What follows belongs to an exercise in optimizing a design on an open flow for small area, a short achievable clock period and few clock cycles per item; a production flow would make more cautious choices.

==> flow/design.v <==
module div_find_ones (
    input wire [32-1 : 0]  data_in,
    output wire [4:0]               lz,
    output wire                     zero
);
wire [15:0] data_1;
wire [7:0]  data_2;
wire [3:0]  data_3;
wire [1:0]  data_4;
assign zero  = ~|data_in;
assign lz[4] = ~|data_in[31:16];
assign data_1 = (lz[4])? data_in[15:0] : data_in[31:16];
assign lz[3] = ~|data_1[15:8];
assign data_2 = (lz[3])? data_1[7:0] : data_1[15:8];
assign lz[2] = ~|data_2[7:4];
assign data_3 = (lz[2])? data_2[3:0] : data_2[7:4];
assign lz[1] = ~|data_3[3:2];
assign data_4 = (lz[1])? data_3[1:0] : data_3[3:2];
assign lz[0] = ~data_4[1];
endmodule
module div_add_ks #(parameter W = 34) (
    input  wire [W-1:0] a,
    input  wire [W-1:0] b,
    input  wire         cin,
    output wire [W-1:0] sum
);
wire [W:0] g [0:6];
wire [W:0] p [0:6];
assign g[0] = {a & b, cin};
assign p[0] = {a ^ b, 1'b0};
genvar l, i;
generate
    for (l = 0; l < 6; l = l + 1) begin : lvl
        for (i = 0; i <= W; i = i + 1) begin : bitn
            if ((i >> l) % 2 == 1) begin : comb
                assign g[l+1][i] = g[l][i] | (p[l][i] & g[l][((i >> l) << l) - 1]);
                assign p[l+1][i] = p[l][i] & p[l][((i >> l) << l) - 1];
            end else begin : pass
                assign g[l+1][i] = g[l][i];
                assign p[l+1][i] = p[l][i];
            end
        end
    end
endgenerate
assign sum = p[0][W:1] ^ g[6][W-1:0];
endmodule
module div (
    input wire                      clk,
    input wire                      rst_n,
    input wire                      div_start,
    input wire [2:0]                div_opcode,
    input wire [32-1 : 0]  div_divident,
    input wire [32-1 : 0]  div_divisor,
    output wire [32-1 : 0] div_quotient,
    output wire [32-1 : 0] div_remainder,
    output wire                     div_finish
);
reg st_idle, st_abs, st_lz, st_shift, st_iter, st_fix, st_done;
reg [31:0] rem_r;     
reg [33:0] dsr_r;     
reg [31:0] quo_r;
reg [4:0]  lza_r;     
reg [4:0]  lzb_r;     
reg [4:0]  k_r;       
reg        sa_r;      
reg        sb_r;      
reg        cin_r;     
reg        neg_q;     
reg        neg_r;     
wire load = st_idle | st_done;
wire start_signed = (div_opcode == 3'd1);
wire [31:0] rem_neg = ~rem_r + 32'd1;
wire [31:0] b_mag = dsr_r[31:0] ^ {32{sb_r}};
wire [4:0] lz_a, lz_b;
wire       zero_a, zero_b;
div_find_ones u_lz_a (.data_in(rem_r), .lz(lz_a), .zero(zero_a));
div_find_ones u_lz_b (.data_in(b_mag), .lz(lz_b), .zero(zero_b));
wire       b_is_0 = zero_b & ~sb_r;
wire       k_neg  = (lz_b < lz_a);
wire [4:0] k      = lzb_r - lza_r;
wire       fix_lz = sa_r | ((sa_r ^ sb_r) & ~b_is_0);
wire       lz_end = st_lz & (b_is_0 | k_neg);
wire       it_end = st_iter & (k_r == 5'd0);
wire        fill = ~sb_r;
wire [33:0] s0 = k[0] ? {dsr_r[32:0], fill}     : dsr_r;
wire [33:0] s1 = k[1] ? {s0[31:0], {2{fill}}}   : s0;
wire [33:0] s2 = k[2] ? {s1[29:0], {4{fill}}}   : s1;
wire [33:0] s3 = k[3] ? {s2[25:0], {8{fill}}}   : s2;
wire [33:0] s4 = k[4] ? {s3[17:0], {16{fill}}}  : s3;
wire [33:0] sum;
div_add_ks #(.W(34)) u_add (.a({2'b00, rem_r}), .b(dsr_r), .cin(cin_r), .sum(sum));
wire        qbit = ~sum[33];
always @(posedge clk or negedge rst_n) begin
    if (!rst_n) begin
        st_idle  <= 1'b1;
        st_abs   <= 1'b0;
        st_lz    <= 1'b0;
        st_shift <= 1'b0;
        st_iter  <= 1'b0;
        st_fix   <= 1'b0;
        st_done  <= 1'b0;
    end else begin
        st_idle  <= (st_idle | st_done) & ~div_start;
        st_abs   <= div_start & start_signed & div_divident[31];
        st_lz    <= (div_start & ~(start_signed & div_divident[31])) | st_abs;
        st_shift <= st_lz & ~(b_is_0 | k_neg);
        st_iter  <= st_shift | (st_iter & (k_r != 5'd0));
        st_fix   <= (lz_end & fix_lz) | (it_end & (neg_r | neg_q));
        st_done  <= st_fix | (lz_end & ~fix_lz) | (it_end & ~(neg_r | neg_q));
    end
end
always @(posedge clk) begin
    if (load) begin
        rem_r <= div_divident;
        dsr_r <= {2'b00, div_divisor};
        sa_r  <= start_signed & div_divident[31];
        sb_r  <= start_signed & div_divisor[31];
    end
    if (st_abs) begin
        rem_r <= rem_neg;
    end
    if (st_lz) begin
        dsr_r <= {2'b11, sb_r ? dsr_r[31:0] : ~dsr_r[31:0]};
        cin_r <= ~sb_r;
        lza_r <= lz_a;
        lzb_r <= lz_b;
        quo_r <= {32{b_is_0}};
        neg_q <= (sa_r ^ sb_r) & ~b_is_0;
        neg_r <= sa_r;
    end
    if (st_shift) begin
        dsr_r <= s4;
        k_r   <= k;
    end
    if (st_iter) begin
        if (qbit) rem_r <= sum[31:0];
        quo_r <= {quo_r[30:0], qbit};
        dsr_r <= {dsr_r[33], dsr_r[33:1]};
        k_r   <= k_r - 5'd1;
    end
    if (st_fix) begin
        if (neg_r) rem_r <= rem_neg;
        if (neg_q) quo_r <= ~quo_r + 32'd1;
    end
end
assign div_quotient  = quo_r;
assign div_remainder = rem_r;
assign div_finish    = st_done;
endmodule
clock: 12.0 ns
lec_check: 0
cap_margin: 20
core_margin: 2
core_utilization: 40
slew_margin: 20
standard.sh (not shown) runs the stock make flow with config.mk's settings and CLKGATE_MAP_FILE= SYNTH_SCRIPT=/design/flow/synth_recipe.tcl, a recipe that flattens the netlist after the stock synthesis.
==> flow/flow/run.sh <==
#!/bin/bash
set -euo pipefail
MARGIN=8.3
bash standard.sh synth > synth.log 2>&1
bash standard.sh SETUP_SLACK_MARGIN=$MARGIN "BUFFER_PORTS_ARGS=-buffer_cell sky130_fd_sc_hd__buf_1" finish > layout.log 2>&1
The first run finished clean.
Then changed:
==> flow/flow/run.sh (replaced) <==
#!/bin/bash
set -euo pipefail
MARGIN=8.3
bash standard.sh synth > synth.log 2>&1
bash standard.sh SETUP_SLACK_MARGIN=$MARGIN finish > layout.log 2>&1
Final area climbs by 7.4%.
Routed wire length climbs by 1.7%.
Register-to-register slack hardly moves.
Global-route usage went up by 0.62 points.
Count of clock-buffer cells in the layout decreases by 2.
Worst setup slack gets worse by 0.014 ns.
Worst hold slack got worse by 0.0078 ns.
Synthesized area does not change.
Sequential cell count is unchanged.
Synthesized cell count stays the same.
No run of this note included a check of the RTL's function; only the layout flow was run.

afterwards: timing with drivers on the ports:
No port has a modelled driver above. Below, the same layouts with a new extraction and two added sets of constraints. Step 1: set_driving_cell puts a clkbuf_16 on clk and a buf_2 on each other input, an assumption about the parent block. Step 2 adds t to the input delays and takes it off the output delays; t is the mean of the earliest and latest rising clock arrival at the registers after step 1. Input paths then give back, and output paths get back, about the clock's delay inside the block. Three values: ideal, step 1, step 2; two values: the first two.
run	t, ns	setup slack, ns	hold WS [ns]	worst setup path at the end	worst register clock-pin slew, ns
the first run	0.481	8.283 / 8.260 / 8.283	0.470 / 0.470 / 0.470	register to register	0.07 / 0.07
the second run	0.475	8.268 / 8.268 / 8.145	0.462 / 0.462 / 0.462	input to register	0.07 / 0.07
After both steps setup and hold are still met in every run listed. The setup slack of the second run, which loses most, moves by 0.000 ns with the drivers and by -0.123 ns with both steps.
